From an optimization exercise on the open Yosys and OpenROAD flow, aimed at small area, a short achievable clock period and few clock cycles; shortcuts taken in it are not production practice.
At most, simulation tests tie the RTL to the original design; equivalence was not proved.
Power is estimated from default activity; no workload was simulated.

==> flow/design.v <==
module pfx_add #(parameter W = 16) (input [W-1:0] a, input [W-1:0] b, output [W-1:0] s);
  reg [W-1:0] g, p;
  integer l, i, k;
  always @* begin
    g = a & b;
    p = a ^ b;
    for (l = 1; l < W; l = l * 2)
      for (i = 0; i < W; i = i + 1)
        if (i & l) begin
          k = (i & ~(l - 1)) - 1;
          g[i] = g[i] | (p[i] & g[k]);
          p[i] = p[i] & p[k];
        end
  end
  assign s = (a ^ b) ^ {g[W-2:0], 1'b0};
endmodule
module potato_cpu(input clk, input rst_n, input [7:0] start_pc,
      input [15:0] mem_rdata,
      output [7:0] mem_addr, output mem_we, output [15:0] mem_wdata,
      output halted, output [15:0] out);
  reg [127:0] R;         
  reg [15:0] ir;         
  reg        iv;         
  reg        fv;         
  reg [7:0]  nf;         
  reg [7:0]  lf;         
  reg        rf;         
  reg        ldp;        
  reg [2:0]  ldr;        
  reg [7:0]  ea;         
  reg        eok;        
  reg [15:0] outr;       
  reg [7:0]  sa;         
  reg [7:0]  sb;         
  reg        s_n, s_l, s_r, s_a;    
  reg        f_mem;      
  reg        f_ldr;      
  reg        f_halt;     
  reg        f_add;      
  reg        f_sum;      
  wire is_alu   = ir[15] & ~ir[14] & ir[13];          
  wire is_mov   = ir[15] & ir[14] & ~ir[13];          
  wire is_movim = is_mov & ir[12];
  wire is_cmp   = is_alu & ~ir[12] & ir[11];
  wire is_and   = is_alu & ir[12] & ~ir[11];
  wire is_mvn   = is_alu & ir[12] & ir[11];
  wire halt    = iv & f_halt;
  wire ready   = iv & ~ldp;
  wire stall   = ready & f_mem & ~eok;
  wire exec    = ready & ~stall;
  wire use_ea  = ready & f_mem & eok;
  wire load_ir = ~ldp & ~halt & ~stall;
  reg [15:0] a, b;
  integer j;
  always @* begin
    a = 16'd0;
    b = 16'd0;
    for (j = 0; j < 8; j = j + 1) begin
      a = a | ({16{sa[j]}} & R[16*j +: 16]);
      b = b | ({16{sb[j]}} & R[16*j +: 16]);
    end
  end
  wire [15:0] bb = ({16{s_n}} & b) | ({16{s_l}} & {b[14:0], 1'b0})
                 | ({16{s_r}} & {s_a & b[15], b[15:1]})
                 | ({16{f_ldr}} & {{11{ir[4]}}, ir[4:0]});
  wire [15:0] sum;
  pfx_add #(16) add16(.a(a), .b(bb), .s(sum));
  wire [15:0] lres = is_and ? (a & bb) : (is_mvn ? ~bb : bb);    
  wire [15:0] res  = f_sum ? sum : lres;
  wire        wr_ex = exec & ((is_alu & ~is_cmp) | is_mov);
  wire        wen   = ldp | wr_ex;
  wire [2:0]  wa    = ldp ? ldr : (is_movim ? ir[10:8] : ir[7:5]);
  wire [15:0] wde   = ldp ? mem_rdata : {{8{ir[7]}}, ir[7:0]};
  wire        wsum  = ~ldp & f_add;
  wire [15:0] wd    = wsum ? sum : ((ldp | is_movim) ? wde : lres);
  genvar gi;
  generate for (gi = 0; gi < 8; gi = gi + 1) begin : rfw
    always @(posedge clk) if (wen && wa == gi) R[16*gi +: 16] <= wd;
  end endgenerate
  wire out_en = exec & ((is_alu & ~is_cmp) | (is_mov & ~ir[12]) | f_mem);
  always @(posedge clk) if (out_en) outr <= res;
  wire [15:0] nir = load_ir ? mem_rdata : ir;
  wire        n_ldr = ~nir[15];
  wire        n_str = nir[15] & ~nir[14] & ~nir[13];
  wire        n_sh  = nir[15] & (nir[14] ^ nir[13]);   
  wire [2:0]  n_rb  = n_str ? nir[7:5] : nir[2:0];
  wire [15:0] c;
  assign c = R[16*nir[10:8] +: 16];
  wire        wr_erl = ldp | (exec & is_movim);      
  wire [7:0]  eab = (wr_erl & (wa == nir[10:8])) ? wde[7:0] : c[7:0];
  wire [7:0]  ea_n;
  pfx_add #(8) add8(.a(eab), .b({{3{nir[4]}}, nir[4:0]}), .s(ea_n));
  wire hazard  = use_ea & ~f_ldr & fv & (ea == lf);
  wire refetch = rf | (stall & fv);
  assign mem_addr  = ~rst_n ? start_pc : (use_ea ? ea : (refetch ? lf : nf));
  assign mem_we    = use_ea & ~f_ldr;
  assign mem_wdata = b;
  always @(posedge clk) begin
    if (~rst_n) begin
      nf  <= start_pc + 8'd1;
      lf  <= start_pc;
      rf  <= 1'b0;
      fv  <= 1'b1;
      iv  <= 1'b0;
      ldp <= 1'b0;
    end else begin
      if (~use_ea & ~refetch) begin
        lf <= nf;
        nf <= nf + 8'd1;
      end
      rf  <= hazard;
      fv  <= ~use_ea;
      ldp <= use_ea & f_ldr;
      if (load_ir) iv <= fv & ~hazard;
    end
    ldr <= ir[7:5];
    if (load_ir) ir <= mem_rdata;
    sa     <= 8'd1 << nir[10:8];
    sb     <= 8'd1 << n_rb;
    s_n    <= ~n_ldr & ~(n_sh & (nir[4] | nir[3]));
    s_l    <= n_sh & ~nir[4] & nir[3];
    s_r    <= n_sh & nir[4];
    s_a    <= nir[3];
    f_mem  <= n_ldr | n_str;
    f_ldr  <= n_ldr;
    f_halt <= nir[15] & nir[14] & nir[13];
    f_add  <= nir[15] & ~nir[14] & nir[13] & ~nir[12] & ~nir[11];
    f_sum  <= n_ldr | (nir[15] & ~nir[14] & nir[13] & ~nir[12] & ~nir[11]);
    ea     <= ea_n;
    eok    <= ~(wen & ~wr_erl & (wa == nir[10:8]));
  end
  assign halted = halt;
  assign out = outr;
endmodule
Settings: LEC_CHECK=0, CAP_MARGIN=20, CORE_MARGIN=2, CORE_UTILIZATION=55, SETUP_SLACK_MARGIN=1.5, SLEW_MARGIN=20; clock period 5.5 ns.
standard.sh (not shown) runs the stock make flow with config.mk's settings and CLKGATE_MAP_FILE= SYNTH_SCRIPT=/design/flow/synth_recipe.tcl, a recipe that flattens the netlist after the stock synthesis.
==> flow/flow/run.sh <==
#!/bin/bash
# Own layout flow: the standard ORFS flow, with the I/O port buffers made
# from plain buffers (sky130_fd_sc_hd__buf_2) instead of delay cells, and the
# resizer free to change a cell's footprint. Everything else is standard.
set -euo pipefail
cd "$(dirname "$0")/.."
bash standard.sh MATCH_CELL_FOOTPRINT=0 "BUFFER_PORTS_ARGS=-buffer_cell sky130_fd_sc_hd__buf_2" finish > flow_make.log 2>&1
Testbench counts at the start, summed over its fixed seeds: cycles 17,907.
Change:
--- a/flow/design.v
+++ b/flow/design.v
@@ -21,11 +21,10 @@
   reg [127:0] R;         
   reg [15:0] ir;         
   reg        iv;         
   reg        fv;         
   reg [7:0]  nf;         
-  reg [7:0]  lf;         
   reg        rf;         
   reg        ldp;        
   reg [2:0]  ldr;        
   reg [7:0]  ea;         
   reg        eok;        
@@ -35,11 +34,10 @@
   reg        s_n, s_l, s_r, s_a;    
   reg        f_mem;      
   reg        f_ldr;      
   reg        f_halt;     
   reg        f_add;      
-  reg        f_sum;      
   wire is_alu   = ir[15] & ~ir[14] & ir[13];          
   wire is_mov   = ir[15] & ir[14] & ~ir[13];          
   wire is_movim = is_mov & ir[12];
   wire is_cmp   = is_alu & ~ir[12] & ir[11];
   wire is_and   = is_alu & ir[12] & ~ir[11];
@@ -64,11 +62,11 @@
                  | ({16{s_r}} & {s_a & b[15], b[15:1]})
                  | ({16{f_ldr}} & {{11{ir[4]}}, ir[4:0]});
   wire [15:0] sum;
   pfx_add #(16) add16(.a(a), .b(bb), .s(sum));
   wire [15:0] lres = is_and ? (a & bb) : (is_mvn ? ~bb : bb);    
-  wire [15:0] res  = f_sum ? sum : lres;
+  wire [15:0] res  = (f_ldr | f_add) ? sum : lres;
   wire        wr_ex = exec & ((is_alu & ~is_cmp) | is_mov);
   wire        wen   = ldp | wr_ex;
   wire [2:0]  wa    = ldp ? ldr : (is_movim ? ir[10:8] : ir[7:5]);
   wire [15:0] wde   = ldp ? mem_rdata : {{8{ir[7]}}, ir[7:0]};
   wire        wsum  = ~ldp & f_add;
@@ -88,28 +86,25 @@
   assign c = R[16*nir[10:8] +: 16];
   wire        wr_erl = ldp | (exec & is_movim);      
   wire [7:0]  eab = (wr_erl & (wa == nir[10:8])) ? wde[7:0] : c[7:0];
   wire [7:0]  ea_n;
   pfx_add #(8) add8(.a(eab), .b({{3{nir[4]}}, nir[4:0]}), .s(ea_n));
+  wire [7:0] lf = nf - 8'd1;                         
   wire hazard  = use_ea & ~f_ldr & fv & (ea == lf);
   wire refetch = rf | (stall & fv);
   assign mem_addr  = ~rst_n ? start_pc : (use_ea ? ea : (refetch ? lf : nf));
   assign mem_we    = use_ea & ~f_ldr;
   assign mem_wdata = b;
   always @(posedge clk) begin
     if (~rst_n) begin
       nf  <= start_pc + 8'd1;
-      lf  <= start_pc;
       rf  <= 1'b0;
       fv  <= 1'b1;
       iv  <= 1'b0;
       ldp <= 1'b0;
     end else begin
-      if (~use_ea & ~refetch) begin
-        lf <= nf;
-        nf <= nf + 8'd1;
-      end
+      if (~use_ea & ~refetch) nf <= nf + 8'd1;
       rf  <= hazard;
       fv  <= ~use_ea;
       ldp <= use_ea & f_ldr;
       if (load_ir) iv <= fv & ~hazard;
     end
@@ -123,11 +118,10 @@
     s_a    <= nir[3];
     f_mem  <= n_ldr | n_str;
     f_ldr  <= n_ldr;
     f_halt <= nir[15] & nir[14] & nir[13];
     f_add  <= nir[15] & ~nir[14] & nir[13] & ~nir[12] & ~nir[11];
-    f_sum  <= n_ldr | (nir[15] & ~nir[14] & nir[13] & ~nir[12] & ~nir[11]);
     ea     <= ea_n;
     eok    <= ~(wen & ~wr_erl & (wa == nir[10:8]));
   end
   assign halted = halt;
   assign out = outr;
Sequential power falls by about 3%.
Count of clock-buffer cells in the layout shrinks by 6.
Routed wire length is higher by 5.7%.
Flip-flop and latch count goes down by 9.
Die area shrinks by 0.54%.
Setup slack got worse by 67 ps.
Total power grows by 2.9%.
Cell area climbs by 2.6%.
Function not checked in the second run of this note: the RTL went through the layout flow alone.

[re-timing with driven ports]
In the flow no input, the clock included, has a driving cell. The finished layouts below were timed again as built, in two steps.
Step 1 assumes that a clkbuf_16 drives the clock port and a buf_2 every other input.
Step 2 adds t to the input delays and takes it off the output delays; t is the mean of the earliest and latest rising clock arrival at the registers after step 1. Input paths then give back, and output paths get back, about the clock's delay inside the block.
Three values: ideal ports, drivers, drivers and shift; two values: the first two.
run	shift t [ns]	setup WS [ns]	worst setup path at the end
the first run	0.579	1.567 / 1.567 / 1.178	input to register
the second run	0.567	1.500 / 1.500 / 1.266	input to register
After both steps every run listed still meets setup and hold. The setup slack of the first run, which loses most, moves by 0.000 ns with the drivers and by -0.389 ns with both steps.
